This is an optimization exercise on Yosys and OpenROAD, whose aim is small area, not a production implementation.
RTL that was checked went through simulation tests only; none was proved equivalent to the original.
The flow treats the clock pin as an ideal source, which a real chip does not have.
Power and IR drop assume default switching activity.

Setup of v6:
==> flow/design.v <==
module freq_meter_top (
    input  wire        clk,         
    input  wire        rst_n,       
    input  wire        sig_in,      
    input  wire        sig_ref,     
    output wire [15:0] freq_cnt,    
    output wire [15:0] ref_cnt,     
    output wire [15:0] high_cnt,    
    output wire [15:0] low_cnt,     
    output wire [15:0] phase_cnt    
    );
    localparam W = 15, TAP = 6;
    localparam [W-1:0] START = 15'd19488, TC_VAL = 15'd9744, TC_MASK = 15'd30717;
    localparam [15:0] WIN = 16'd50000;   
    reg [W-1:0] lf;
    reg ph;                              
    reg gate, win;
    wire tc = ((lf ^ TC_VAL) & TC_MASK) == {W{1'b0}};
    always @(posedge clk or negedge rst_n) begin
        if (!rst_n) begin
            lf <= START;
            ph <= 1'b0;
            gate <= 1'b0;
            win <= 1'b0;
        end else begin
            lf <= {lf[W-2:0], ~(lf[W-1] ^ lf[TAP]) ^ tc};
            ph <= ~ph;
            gate <= gate ^ tc;
            win <= win ^ (tc & gate);
        end
    end
    reg s0, s1, t0, t1;
    always @(posedge clk or negedge rst_n) begin
        if (!rst_n) begin
            s0 <= 1'b0; s1 <= 1'b0; t0 <= 1'b0; t1 <= 1'b0;
        end else begin
            s0 <= sig_in; s1 <= s0; t0 <= sig_ref; t1 <= t0;
        end
    end
    wire s_rise = s0 & ~s1;
    wire r_rise = t0 & ~t1;
    reg rg;
    reg [4:0] n;
    reg [15:0] fcnt, rcnt, fbuf, rbuf;
    wire fcap = (n == 5'd1);
    wire fclr = ~rg & n[4] & n[2] & n[0];    
    always @(posedge clk or negedge rst_n) begin
        if (!rst_n) begin
            rg <= 1'b0;
            n <= 5'd21;
            fbuf <= 16'd0;
            rbuf <= 16'd0;
        end else begin
            if (s_rise) rg <= gate;
            if (rg) n <= 5'd0;
            else if (!fclr) n <= n + 1'b1;
            if (fcap) begin
                fbuf <= fcnt;
                rbuf <= rcnt;
            end
        end
    end
    always @(posedge clk) begin
        fcnt <= (fcnt & {16{~fclr}}) + (rg & s_rise);
        rcnt <= (rcnt & {16{~fclr}}) + (rg & ~ph);
    end
    reg w0, w1, valid, flag;
    reg [15:0] hcnt, pcnt, hbuf, pbuf;
    wire dcap = w1 & ~w0;
    wire dclr = ~win & ~w0;
    always @(posedge clk or negedge rst_n) begin
        if (!rst_n) begin
            w0 <= 1'b0;
            w1 <= 1'b0;
            valid <= 1'b0;
            flag <= 1'b0;
            hbuf <= 16'd0;
            pbuf <= 16'd0;
        end else begin
            w0 <= win;
            w1 <= w0;
            if (dcap) valid <= 1'b1;
            if (s_rise) flag <= 1'b1;
            else if (r_rise) flag <= 1'b0;
            if (dcap) begin
                hbuf <= hcnt;
                pbuf <= pcnt;
            end
        end
    end
    always @(posedge clk) begin
        hcnt <= (hcnt & {16{~dclr}}) + (win & s1);
        pcnt <= (pcnt & {16{~dclr}}) + (win & flag);
    end
    assign freq_cnt  = fbuf;
    assign ref_cnt   = rbuf;
    assign high_cnt  = hbuf;
    assign low_cnt   = valid ? WIN - hbuf : 16'd0;
    assign phase_cnt = pbuf;
endmodule
==> flow/config.mk <==
export PLATFORM = sky130hd
export DESIGN_NAME = freq_meter_top
export DESIGN_NICKNAME = freq_meter_top
export VERILOG_FILES = /design/flow/design.v
export SDC_FILE = /design/flow/constraint.sdc
export NUM_CORES = 4
export LEC_CHECK = 0
export CAP_MARGIN = 20
export CORE_MARGIN = 2
export CORE_UTILIZATION = 35
export SLEW_MARGIN = 20
==> flow/constraint.sdc <==
create_clock -name core_clock -period 5.0 [get_ports {clk}]
set_input_delay 1.0000 -clock core_clock [delete_from_list [all_inputs] [get_ports {clk}]]
set_output_delay 1.0000 -clock core_clock [all_outputs]
set_load 0.01 [all_outputs]
standard.sh (not shown) runs the stock make flow with config.mk's settings and CLKGATE_MAP_FILE= SYNTH_SCRIPT=/design/flow/synth_recipe.tcl, a recipe that flattens the netlist after the stock synthesis.
==> flow/flow/run.sh <==
#!/bin/bash
set -euo pipefail
export BUFFER_PORTS_ARGS="-buffer_cell sky130_fd_sc_hd__buf_1"
export CTS_ARGS="-sink_clustering_enable -repair_clock_nets -dont_use_dummy_load -buf_list sky130_fd_sc_hd__clkbuf_8"
bash standard.sh > standard.log 2>&1
Per the final summary, v6 finished and its layout is clean on timing, DRC and antenna.
## Diff of input files: v7 against v6
-- flow/design.v --
<<< v6, line 62
    end
    always @(posedge clk) begin
        fcnt <= (fcnt & {16{~fclr}}) + (rg & s_rise);
        rcnt <= (rcnt & {16{~fclr}}) + (rg & ~ph);
    end
    reg w0, w1, valid, flag;
>>> v7, line 62
    end
    always @(posedge clk) begin
        if (rg & s_rise) fcnt <= fcnt + 1'b1;
        else if (fclr) fcnt <= 16'd0;
        if (rg & ~ph) rcnt <= rcnt + 1'b1;
        else if (fclr) rcnt <= 16'd0;
    end
    reg w0, w1, valid, flag;
<<< v6, line 90
    end
    always @(posedge clk) begin
        hcnt <= (hcnt & {16{~dclr}}) + (win & s1);
        pcnt <= (pcnt & {16{~dclr}}) + (win & flag);
    end
    assign freq_cnt  = fbuf;
>>> v7, line 92
    end
    always @(posedge clk) begin
        if (win & s1) hcnt <= hcnt + 1'b1;
        else if (dclr) hcnt <= 16'd0;
        if (win & flag) pcnt <= pcnt + 1'b1;
        else if (dclr) pcnt <= 16'd0;
    end
    assign freq_cnt  = fbuf;
--- outcome ---
v7 supports a higher top clock frequency than v6. Post-synth net total was lower in v7 than in v6. Comparing v6 and v7, the lower global-route usage is on v7. Sequential share of layout area ended up 4.1 points higher on v7 than on v6. Half-perimeter wire length of the detailed placement result deteriorates in v7 relative to v6. v7 vs v6: final clock period utilization by the worst path down in v7. Post-synthesis simple-gate area fraction (higher): v6. v7 gives less cell area power density than v6 did. Final area for v7 is higher than for v6. Diff v6 -> v7: relative slew slack went down 4.0 points; cell count went up about 5%. Against v6, v7 comes in 4.8 points higher on sequential share of the synthesized area. v7 ended up with hbuf[1]$_DFFE_PN0P_ as its critical path startpoint; v6 ended up with hbuf[0]$_DFFE_PN0P_.
For v7, only the layout was checked, not whether the RTL still works.

========
Another version of the RTL of freq_meter_top (not shown whole).
Size: about 470 cells after synthesis, roughly 84 I/O pins, ~0.0058 mm^2 of cells after synthesis.
==> module freq_meter_top, before the edit <==
module freq_meter_top (
    input  wire        clk,         
    input  wire        rst_n,       
    input  wire        sig_in,      
    input  wire        sig_ref,     
    output wire [15:0] freq_cnt,    
    output wire [15:0] ref_cnt,     
    output wire [15:0] high_cnt,    
    output wire [15:0] low_cnt,     
    output wire [15:0] phase_cnt    
    );
    localparam W = 15, TAP = 6;
    localparam [W-1:0] START = 15'd19488, TC_VAL = 15'd9744, TC_MASK = 15'd30717;
    localparam [15:0] WIN = 16'd50000;   
    reg [W-1:0] lf;
    reg ph;                              
    reg gate, win;
    wire tc = ((lf ^ TC_VAL) & TC_MASK) == {W{1'b0}};
    always @(posedge clk or negedge rst_n) begin
        if (!rst_n) begin
            lf <= START;
            ph <= 1'b0;
            gate <= 1'b0;
            win <= 1'b0;
        end else begin
            lf <= {lf[W-2:0], ~(lf[W-1] ^ lf[TAP]) ^ tc};
            ph <= ~ph;
            gate <= gate ^ tc;
            win <= win ^ (tc & gate);
        end
    end
    reg s0, s1, t0, t1;
    always @(posedge clk or negedge rst_n) begin
        if (!rst_n) begin
            s0 <= 1'b0; s1 <= 1'b0; t0 <= 1'b0; t1 <= 1'b0;
        end else begin
            s0 <= sig_in; s1 <= s0; t0 <= sig_ref; t1 <= t0;
        end
    end
    wire s_rise = s0 & ~s1;
    wire r_rise = t0 & ~t1;
    localparam [4:0] N_START = 5'b01100;
    reg rg;
    reg [4:0] n;
    reg [15:0] fcnt, rcnt, fbuf, rbuf;
    wire fcap = ({n[4:2], n[0]} == 4'b1100);     
    wire fclr = ~rg & n[4] & n[3] & n[1];        
    always @(posedge clk or negedge rst_n) begin
        if (!rst_n) begin
            rg <= 1'b0;
            n <= 5'b11111;
            fbuf <= 16'd0;
            rbuf <= 16'd0;
        end else begin
            if (s_rise) rg <= gate;
            n <= rg ? N_START : {n[3:0], ~(n[4] ^ n[2]) | (&n[3:0])};
            if (fcap) begin
                fbuf <= fcnt;
                rbuf <= rcnt;
            end
        end
    end
    always @(posedge clk) begin
        fcnt <= (fcnt & {16{~fclr}}) + (rg & s_rise);
        rcnt <= (rcnt & {16{~fclr}}) + (rg & ~ph);
    end
    reg w0, w1, valid, flag;
    reg [15:0] hcnt, pcnt, hbuf, pbuf;
    wire dcap = w1 & ~w0;
    wire dclr = ~win & ~w0;
    always @(posedge clk or negedge rst_n) begin
        if (!rst_n) begin
            w0 <= 1'b0;
            w1 <= 1'b0;
            valid <= 1'b0;
            flag <= 1'b0;
            hbuf <= 16'd0;
            pbuf <= 16'd0;
        end else begin
            w0 <= win;
            w1 <= w0;
            if (dcap) valid <= 1'b1;
            if (s_rise) flag <= 1'b1;
            else if (r_rise) flag <= 1'b0;
            if (dcap) begin
                hbuf <= hcnt;
                pbuf <= pcnt;
            end
        end
    end
    always @(posedge clk) begin
        hcnt <= (hcnt & {16{~dclr}}) + (win & s1);
        pcnt <= (pcnt & {16{~dclr}}) + (win & flag);
    end
    assign freq_cnt  = fbuf;
    assign ref_cnt   = rbuf;
    assign high_cnt  = hbuf;
    assign low_cnt   = valid ? WIN - hbuf : 16'd0;
    assign phase_cnt = pbuf;
endmodule
==> flow/config.mk <==
export PLATFORM = sky130hd
export DESIGN_NAME = freq_meter_top
export DESIGN_NICKNAME = freq_meter_top
export VERILOG_FILES = /design/flow/design.v
export SDC_FILE = /design/flow/constraint.sdc
export NUM_CORES = 4
export LEC_CHECK = 0
export CAP_MARGIN = 20
export CORE_MARGIN = 2
export CORE_UTILIZATION = 60
export PLACE_DENSITY = 0.7
export SLEW_MARGIN = 20
==> flow/constraint.sdc <==
create_clock -name core_clock -period 5.0 [get_ports {clk}]
set_input_delay 1.0000 -clock core_clock [delete_from_list [all_inputs] [get_ports {clk}]]
set_output_delay 1.0000 -clock core_clock [all_outputs]
set_load 0.01 [all_outputs]
==> flow/flow/run.sh <==
#!/bin/bash
# The standard layout (standard.sh) with these changes:
#  - synthesis maps the logic with an area-oriented ABC script (synth.tcl,
#    area.abc) and without ORFS's adder cells; registers are unchanged;
#  - the port buffers are the smallest buffer cell;
#  - clock tree synthesis uses clkbuf_4 leaf buffers under a clkbuf_8 root,
#    without dummy loads; post_cts.tcl then upsizes to clkbuf_8 each leaf
#    buffer whose flip-flops would see a slow clock edge.
# The make output goes to standard.log here; ORFS's own per-step logs are
# under orfs/logs/.
set -euo pipefail
F="$(pwd)/flow"
export AREA_ABC_SCRIPT="$F/area.abc"
export BUFFER_PORTS_ARGS="-buffer_cell sky130_fd_sc_hd__buf_1"
export CTS_ARGS="-sink_clustering_enable -repair_clock_nets -dont_use_dummy_load -buf_list sky130_fd_sc_hd__clkbuf_4 -root_buf sky130_fd_sc_hd__clkbuf_8"
export POST_CTS_TCL="$F/post_cts.tcl"
bash standard.sh SYNTH_SCRIPT="$F/synth.tcl" ADDER_MAP_FILE= finish > standard.log 2>&1
==> flow/flow/area.abc <==
strash
&get -n
&st
&syn2
&dch -f
&nf -R 1000
&st
&syn2
&dch -f
&nf -R 1000
&st
&syn2
&dch -f
&nf -R 1000
&put
==> flow/flow/post_cts.tcl <==
# Upsize the clock tree's leaf buffers (clkbuf_4) whose flip-flops would see
# a slow clock edge, then legalise the placement again.
estimate_parasitics -placement
set upsized 0
foreach inst [get_cells clkbuf_*] {
  if { [get_property $inst ref_name] ne "sky130_fd_sc_hd__clkbuf_4" } { continue }
  set out [get_pins -of_objects $inst -filter "direction == output"]
  set worst 0
  foreach p [get_pins -of_objects [get_nets -of_objects $out] -filter "direction == input"] {
    set v [get_property $p slew_max]
    if { $v > $worst } { set worst $v }
  }
  if { $worst > 0.095 } {
    replace_cell $inst sky130_fd_sc_hd__clkbuf_8
    incr upsized
  }
}
puts "post_cts.tcl: upsized $upsized leaf clock buffers"
if { $upsized > 0 } {
  detailed_placement
  estimate_parasitics -placement
}
==> flow/flow/synth.tcl <==
# The standard flow's synthesis script (synth_recipe.tcl), except that ABC maps the logic
# with the area-oriented script in AREA_ABC_SCRIPT instead of ORFS's speed
# script. The registers come out as in the standard synthesis.
proc synth {args} { yosys synth -nofsm -noshare {*}$args }
proc abc {args} {
  set i [lsearch -exact $args -script]
  if { $i >= 0 } { lset args [expr { $i + 1 }] $::env(AREA_ABC_SCRIPT) }
  yosys abc {*}$args
}
source $::env(SCRIPTS_DIR)/synth.tcl
# left out here: clear keep_hierarchy, flatten, clean up, hide names made inside functions, write 1_2_yosys.v
Change:
--- a/flow/design.v
+++ b/flow/design.v
@@ -40,57 +40,57 @@
     wire s_rise = s0 & ~s1;
     wire r_rise = t0 & ~t1;
     localparam [4:0] N_START = 5'b01100;
-    reg rg;
+    reg rg, fcap, fhold;
     reg [4:0] n;
     reg [15:0] fcnt, rcnt, fbuf, rbuf;
-    wire fcap = ({n[4:2], n[0]} == 4'b1100);     
+    wire fall = ~rg & (n[4:1] == N_START[4:1]);   
     wire fclr = ~rg & n[4] & n[3] & n[1];        
     always @(posedge clk or negedge rst_n) begin
         if (!rst_n) begin
             rg <= 1'b0;
             n <= 5'b11111;
+            fcap <= 1'b0;
+            fhold <= 1'b1;
             fbuf <= 16'd0;
             rbuf <= 16'd0;
         end else begin
             if (s_rise) rg <= gate;
             n <= rg ? N_START : {n[3:0], ~(n[4] ^ n[2]) | (&n[3:0])};
-            if (fcap) begin
-                fbuf <= fcnt;
-                rbuf <= rcnt;
-            end
+            fcap <= fall;
+            fhold <= ~fall;
+            fbuf <= ({16{fcap}} & fcnt) | ({16{fhold}} & fbuf);
+            rbuf <= ({16{fcap}} & rcnt) | ({16{fhold}} & rbuf);
         end
     end
     always @(posedge clk) begin
         fcnt <= (fcnt & {16{~fclr}}) + (rg & s_rise);
         rcnt <= (rcnt & {16{~fclr}}) + (rg & ~ph);
     end
-    reg w0, w1, valid, flag;
+    reg w0, dcap, dhold, valid, flag;
     reg [15:0] hcnt, pcnt, hbuf, pbuf;
-    wire dcap = w1 & ~w0;
-    wire dclr = ~win & ~w0;
     always @(posedge clk or negedge rst_n) begin
         if (!rst_n) begin
             w0 <= 1'b0;
-            w1 <= 1'b0;
+            dcap <= 1'b0;
+            dhold <= 1'b1;
             valid <= 1'b0;
             flag <= 1'b0;
             hbuf <= 16'd0;
             pbuf <= 16'd0;
         end else begin
             w0 <= win;
-            w1 <= w0;
+            dcap <= w0 & ~win;
+            dhold <= ~(w0 & ~win);
             if (dcap) valid <= 1'b1;
             if (s_rise) flag <= 1'b1;
             else if (r_rise) flag <= 1'b0;
-            if (dcap) begin
-                hbuf <= hcnt;
-                pbuf <= pcnt;
-            end
+            hbuf <= ({16{dcap}} & hcnt) | ({16{dhold}} & hbuf);
+            pbuf <= ({16{dcap}} & pcnt) | ({16{dhold}} & pbuf);
         end
     end
     always @(posedge clk) begin
-        hcnt <= (hcnt & {16{~dclr}}) + (win & s1);
-        pcnt <= (pcnt & {16{~dclr}}) + (win & flag);
+        hcnt <= (hcnt & {16{w0 | win}}) + (win & s1);
+        pcnt <= (pcnt & {16{w0 | win}}) + (win & flag);
     end
     assign freq_cnt  = fbuf;
     assign ref_cnt   = rbuf;
After rerunning:
- total power rose slightly
- global-route usage went up by 0.81 points
- sequential power barely changes
- wire length rises by a few percent
- via count goes up by a few percent
- design area came out lower slightly
- synthesized area fell slightly

static timing again, ports no longer ideal:
How much do the figures lean on ideal ports? The routed layouts below were timed once more, with nothing changed but the port constraints.
Step 1: set_driving_cell puts a clkbuf_16 on clk and a buf_2 on each other input, an assumption about the parent block.
Step 2 also shifts input and output timing later by t, the mid clock arrival at the registers, as if the neighbouring blocks saw the same clock.
a / b / c = ideal / step 1 / step 2; a / b = the first two.
run	shift t [ns]	slack for setup (ns)	worst setup path after step 2	clock arrival spread, ns	pins driven straight from the clock port
v6	0.472	1.638 / 1.601 / 2.073	register to output	0.034 / 0.033	1
v7	0.468	1.684 / 1.651 / 2.119	register to output	0.046 / 0.046	1
the first run of note 2	0.451	0.277 / 0.246 / 0.697	register to output	0.028 / 0.028	1
the second run of note 2	0.438	0.241 / 0.207 / 0.645	register to output	0.031 / 0.032	1
After both steps every run listed still meets setup and hold.
